What follows belongs to an exercise in optimizing a design on an open flow for small area, a short achievable clock period and few clock cycles; a production flow would make more cautious choices.
Function was checked by simulation only, so behaviour that the tests miss may differ from the original.
Power and IR drop assume default switching activity.

Design alu_unit, start of the top module:
module alu_unit(
    input clk,
    input rst,
    input in_valid,
    output in_ready,
    input [15:0] a,
    input [15:0] b,
    input [2:0] op,
    output reg out_valid,
    output reg [15:0] r
    );
Settings: LEC_CHECK=0, ABC_AREA=1, CAP_MARGIN=20, CORE_MARGIN=2, CORE_UTILIZATION=40, SLEW_MARGIN=20; clock period 70.0 ns.
standard.sh (not shown) runs the stock make flow with config.mk's settings and CLKGATE_MAP_FILE= SYNTH_SCRIPT=/design/flow/synth_recipe.tcl, a recipe that flattens the netlist after the stock synthesis.
==> flow/flow/run.sh <==
#!/bin/bash
# Layout flow: the standard flow, except that synthesis maps with the
# ABC script in flow/abc_area.script (area-oriented mapping, no ABC
# buffering/upsizing; the resizer later fixes timing on the placed design).
# Then: buf_1 port buffers, clkbuf_8 clock buffers, and the resizer asked
# to leave 55.2 ns of setup slack. Each part logs to its own file.
set -e
rm -rf scripts_abc
cp -r "$FLOW_HOME/scripts" scripts_abc
cp flow/abc_area.script scripts_abc/abc_area.script
A=("BUFFER_PORTS_ARGS=-buffer_cell sky130_fd_sc_hd__buf_1" CTS_BUF_LIST=sky130_fd_sc_hd__clkbuf_8 SETUP_SLACK_MARGIN=55.2 )
bash standard.sh "${A[@]}" SCRIPTS_DIR=$PWD/scripts_abc synth > synth.log 2>&1
bash standard.sh "${A[@]}" finish > standard.log 2>&1
==> flow/flow/abc_area.script <==
strash
dch
amap
strash
dch
amap
topo
stime -c
Testbench counts at the start, summed over its fixed seeds: cycles 4,032.
Then changed:
--- a/flow/flow/run.sh
+++ b/flow/flow/run.sh
@@ -5,3 +5,3 @@
 # Then: buf_1 port buffers, clkbuf_8 clock buffers, and the resizer asked
-# to leave 55.2 ns of setup slack. Each part logs to its own file.
+# to leave 55 ns of setup slack. Each part logs to its own file.
 set -e
@@ -10,3 +10,3 @@
 cp flow/abc_area.script scripts_abc/abc_area.script
-A=("BUFFER_PORTS_ARGS=-buffer_cell sky130_fd_sc_hd__buf_1" CTS_BUF_LIST=sky130_fd_sc_hd__clkbuf_8 SETUP_SLACK_MARGIN=55.2 )
+A=("BUFFER_PORTS_ARGS=-buffer_cell sky130_fd_sc_hd__buf_1" CTS_BUF_LIST=sky130_fd_sc_hd__clkbuf_8 SETUP_SLACK_MARGIN=55 GPL_ROUTABILITY_DRIVEN=0)
 bash standard.sh "${A[@]}" SCRIPTS_DIR=$PWD/scripts_abc synth > synth.log 2>&1
--- a/flow/config.mk
+++ b/flow/config.mk
@@ -10,3 +10,3 @@
 export CORE_MARGIN = 2
-export CORE_UTILIZATION = 40
+export CORE_UTILIZATION = 30
 export SLEW_MARGIN = 20
What happened:
- The changed run passed the timing, design-rule and antenna checks
- synthesized cell count does not change
- utilization goes down by 11 points
- worst hold slack got worse by 0.0094 ns
- cell count goes up by a little under a tenth
- setup slack got worse by 0.020 ns
Then changed:
--- a/flow/flow/run.sh
+++ b/flow/flow/run.sh
@@ -10,3 +10,3 @@
 cp flow/abc_area.script scripts_abc/abc_area.script
-A=("BUFFER_PORTS_ARGS=-buffer_cell sky130_fd_sc_hd__buf_1" CTS_BUF_LIST=sky130_fd_sc_hd__clkbuf_8 SETUP_SLACK_MARGIN=55 GPL_ROUTABILITY_DRIVEN=0)
+A=("BUFFER_PORTS_ARGS=-buffer_cell sky130_fd_sc_hd__buf_1" CTS_BUF_LIST=sky130_fd_sc_hd__clkbuf_8 SETUP_SLACK_MARGIN=55 )
 bash standard.sh "${A[@]}" SCRIPTS_DIR=$PWD/scripts_abc synth > synth.log 2>&1
--- a/flow/config.mk
+++ b/flow/config.mk
@@ -10,3 +10,3 @@
 export CORE_MARGIN = 2
-export CORE_UTILIZATION = 30
+export CORE_UTILIZATION = 40
 export SLEW_MARGIN = 20
Design area drops by 2.0%.
Die area is lower by 24%.
Synthesized area stays the same.
Cell count decreases by about 7%.
Setup slack gets worse by 0.012 ns.
Sequential power stays flat.
Core utilization is higher by 11 points.
Power fell by about 1.6%.
First-iteration DRC count fell by about 22%.
Then changed:
--- a/flow/config.mk
+++ b/flow/config.mk
@@ -10,3 +10,3 @@
 export CORE_MARGIN = 2
-export CORE_UTILIZATION = 40
+export CORE_UTILIZATION = 60
 export SLEW_MARGIN = 20
=> The changed run ran to the end with no violations; first-iteration DRC count is higher by about 47%; via count is higher by 0.63%; total power is higher by 3.8%; final area is lower by about 1.1%; setup slack gets better by 0.017 ns; routed wire length is lower by about 10%; global-route usage is higher by 7.5 points; critical path depth stays the same; clock power is higher by 15%; combinational power barely changes; utilization is higher by 23 points.
Then changed:
--- a/flow/flow/run.sh
+++ b/flow/flow/run.sh
@@ -10,3 +10,3 @@
 cp flow/abc_area.script scripts_abc/abc_area.script
-A=("BUFFER_PORTS_ARGS=-buffer_cell sky130_fd_sc_hd__buf_1" CTS_BUF_LIST=sky130_fd_sc_hd__clkbuf_8 SETUP_SLACK_MARGIN=55 )
+A=("BUFFER_PORTS_ARGS=-buffer_cell sky130_fd_sc_hd__buf_1" CTS_BUF_LIST=sky130_fd_sc_hd__clkbuf_8 SETUP_SLACK_MARGIN=55 GPL_TIMING_DRIVEN=0)
 bash standard.sh "${A[@]}" SCRIPTS_DIR=$PWD/scripts_abc synth > synth.log 2>&1
--- a/flow/config.mk
+++ b/flow/config.mk
@@ -10,3 +10,3 @@
 export CORE_MARGIN = 2
-export CORE_UTILIZATION = 60
+export CORE_UTILIZATION = 40
 export SLEW_MARGIN = 20
Via count is about the same.
Total power decreases by a few percent.
Clock skew hardly moves.
Register-to-register slack gets worse by 0.16 ns.
Design area rises by a few percent.
Clock-buffer cell count goes down by 2.
Utilization goes down by 22 points.
Combinational power is about the same.
Maximum frequency barely changes.
Clock power fell by a little under a tenth.

alu_unit again, from the RTL that the note above started with.
==> flow/config.mk <==
export PLATFORM = sky130hd
export DESIGN_NAME = alu_unit
export DESIGN_NICKNAME = alu_unit
export VERILOG_FILES = /design/flow/design.v
export SDC_FILE = /design/flow/constraint.sdc
export NUM_CORES = 4
export LEC_CHECK = 0
export ABC_AREA = 1
export CAP_MARGIN = 20
export CORE_MARGIN = 2
export CORE_UTILIZATION = 40
export SLEW_MARGIN = 20
==> flow/constraint.sdc <==
create_clock -name core_clock -period 70.0 [get_ports {clk}]
set_input_delay 14.0000 -clock core_clock [delete_from_list [all_inputs] [get_ports {clk}]]
set_output_delay 14.0000 -clock core_clock [all_outputs]
set_load 0.01 [all_outputs]
==> flow/flow/run.sh <==
#!/bin/bash
# Layout flow: the standard flow, except that synthesis maps with the
# ABC script in flow/abc_area.script (area-oriented mapping, no ABC
# buffering/upsizing; the resizer later fixes timing on the placed design).
# Then: buf_1 port buffers, clkbuf_4/clkbuf_8 clock buffers, and the resizer asked
# to leave 55 ns of setup slack. Each part logs to its own file.
set -e
rm -rf scripts_abc
cp -r "$FLOW_HOME/scripts" scripts_abc
cp flow/abc_area.script scripts_abc/abc_area.script
A=("BUFFER_PORTS_ARGS=-buffer_cell sky130_fd_sc_hd__buf_1" "CTS_BUF_LIST=sky130_fd_sc_hd__clkbuf_4 sky130_fd_sc_hd__clkbuf_8" SETUP_SLACK_MARGIN=55 )
bash standard.sh "${A[@]}" SCRIPTS_DIR=$PWD/scripts_abc synth > synth.log 2>&1
bash standard.sh "${A[@]}" finish > standard.log 2>&1
Scripts as last shown in full above: flow/flow/abc_area.script
Testbench counts at the start, summed over its fixed seeds: cycles 4,032.
==> next run, changes <==
==> flow/flow/run.sh (replaced) <==
#!/bin/bash
# Layout flow: the standard flow, except that synthesis maps with the
# ABC script in flow/abc_area.script (area-oriented mapping, no ABC
# buffering/upsizing; the resizer later fixes timing on the placed design).
# Then: buf_1 port buffers, clkbuf_8 clock buffers, and the resizer asked
# to leave 55 ns of setup slack. Each part logs to its own file.
set -e
rm -rf scripts_abc
cp -r "$FLOW_HOME/scripts" scripts_abc
cp flow/abc_area.script scripts_abc/abc_area.script
A=("BUFFER_PORTS_ARGS=-buffer_cell sky130_fd_sc_hd__buf_1" CTS_BUF_LIST=sky130_fd_sc_hd__clkbuf_8 SETUP_SLACK_MARGIN=55 GPL_ROUTABILITY_DRIVEN=0)
bash standard.sh "${A[@]}" SCRIPTS_DIR=$PWD/scripts_abc synth > synth.log 2>&1
bash standard.sh "${A[@]}" finish > standard.log 2>&1
Outcome:
- global-route usage drops by 0.40 points
- wire length fell by 3.4%
- total power fell by 0.33%
- design area drops by 0.82%
- fmax is about the same
- non-clock buffer count falls by 5
- clock-buffer cell count decreases by 1
- synthesized area is unchanged
==> next run, changes <==
--- a/flow/flow/run.sh
+++ b/flow/flow/run.sh
@@ -9,5 +9,5 @@
 cp -r "$FLOW_HOME/scripts" scripts_abc
 cp flow/abc_area.script scripts_abc/abc_area.script
-A=("BUFFER_PORTS_ARGS=-buffer_cell sky130_fd_sc_hd__buf_1" CTS_BUF_LIST=sky130_fd_sc_hd__clkbuf_8 SETUP_SLACK_MARGIN=55 GPL_ROUTABILITY_DRIVEN=0)
+A=("BUFFER_PORTS_ARGS=-buffer_cell sky130_fd_sc_hd__buf_1" CTS_BUF_LIST=sky130_fd_sc_hd__clkbuf_8 SETUP_SLACK_MARGIN=55 )
 bash standard.sh "${A[@]}" SCRIPTS_DIR=$PWD/scripts_abc synth > synth.log 2>&1
 bash standard.sh "${A[@]}" finish > standard.log 2>&1
==> flow/flow/abc_area.script (replaced) <==
strash
dch
map -a
strash
dch
amap
topo
stime -c
Result: Combinational power is lower by about 1%; routed wire length is higher by 3.0%; total power went up by 3.9%; utilization goes up by 1.6 points; hold slack gets better by 0.0076 ns; critical path depth is unchanged; register-to-register slack is worse by 0.36 ns; cell area rose by 4.1%.
==> next run, changes <==
==> flow/flow/run.sh (replaced) <==
#!/bin/bash
# Layout flow: the standard flow, except that synthesis maps with the
# ABC script in flow/abc_area.script (area-oriented mapping, no ABC
# buffering/upsizing; the resizer later fixes timing on the placed design).
# Then: buf_1 port buffers, clkbuf_8 clock buffers, and the resizer asked
# to leave 55.1 ns of setup slack. Each part logs to its own file.
set -e
rm -rf scripts_abc
cp -r "$FLOW_HOME/scripts" scripts_abc
cp flow/abc_area.script scripts_abc/abc_area.script
A=("BUFFER_PORTS_ARGS=-buffer_cell sky130_fd_sc_hd__buf_1" CTS_BUF_LIST=sky130_fd_sc_hd__clkbuf_8 SETUP_SLACK_MARGIN=55.1 )
bash standard.sh "${A[@]}" SCRIPTS_DIR=$PWD/scripts_abc synth > synth.log 2>&1
bash standard.sh "${A[@]}" finish > standard.log 2>&1
==> flow/flow/abc_area.script (replaced) <==
strash
dch
amap
strash
dch
amap
topo
stime -c
Result: The changed run ran to the end with no violations; maximum frequency stays flat; sequential share of layout area went up by 0.76 points; die area went down by 1.3%; register-to-register slack improves by 0.34 ns; via count went down by 0.71%; clock power went down by 13%; synthesized cell count went down by 1.7%; wire length went up by 0.63%; hold slack improves by 0.0030 ns.

==> afterwards: timing with drivers on the ports <==
The flow's constraints put no driver on any port. The routed layouts listed below were extracted and timed again, unchanged, in two steps. Step 1, drivers: a clkbuf_16 drives clk and a buf_2 each remaining input, both assumed. Step 2, shift: input delay + t, output delay - t, t = (earliest + latest rising clock arrival at the registers) / 2. This alone moves slack from input paths to output paths. Slacks: no drivers / after step 1 / after step 2; pairs: no drivers / after step 1.
run | shift t [ns] | slack for setup (ns) | slew at the worst register clock pin (ns) | pins driven straight from the clock port
the first run of note 1 | 0.477 | 55.076 / 55.036 / 55.338 | 0.09 / 0.09 | 1
the second run of note 1 | 0.498 | 55.056 / 55.012 / 55.322 | 0.10 / 0.10 | 1
the third run of note 1 | 0.476 | 55.043 / 55.004 / 55.337 | 0.09 / 0.09 | 1
the fourth run of note 1 | 0.469 | 55.060 / 55.019 / 55.346 | 0.09 / 0.09 | 1
the fifth run of note 1 | 0.482 | 55.077 / 55.040 / 55.370 | 0.10 / 0.10 | 1
the first run of note 2 | 0.477 | 55.044 / 55.003 / 55.337 | 0.09 / 0.09 | 1
the second run of note 2 | 0.482 | 55.048 / 55.009 / 55.340 | 0.10 / 0.10 | 1
the third run of note 2 | 0.480 | 55.070 / 55.031 / 55.220 | 0.09 / 0.09 | 1
the fourth run of note 2 | 0.478 | 55.070 / 55.031 / 55.336 | 0.09 / 0.09 | 1
After both steps setup and hold are still met in every run listed.
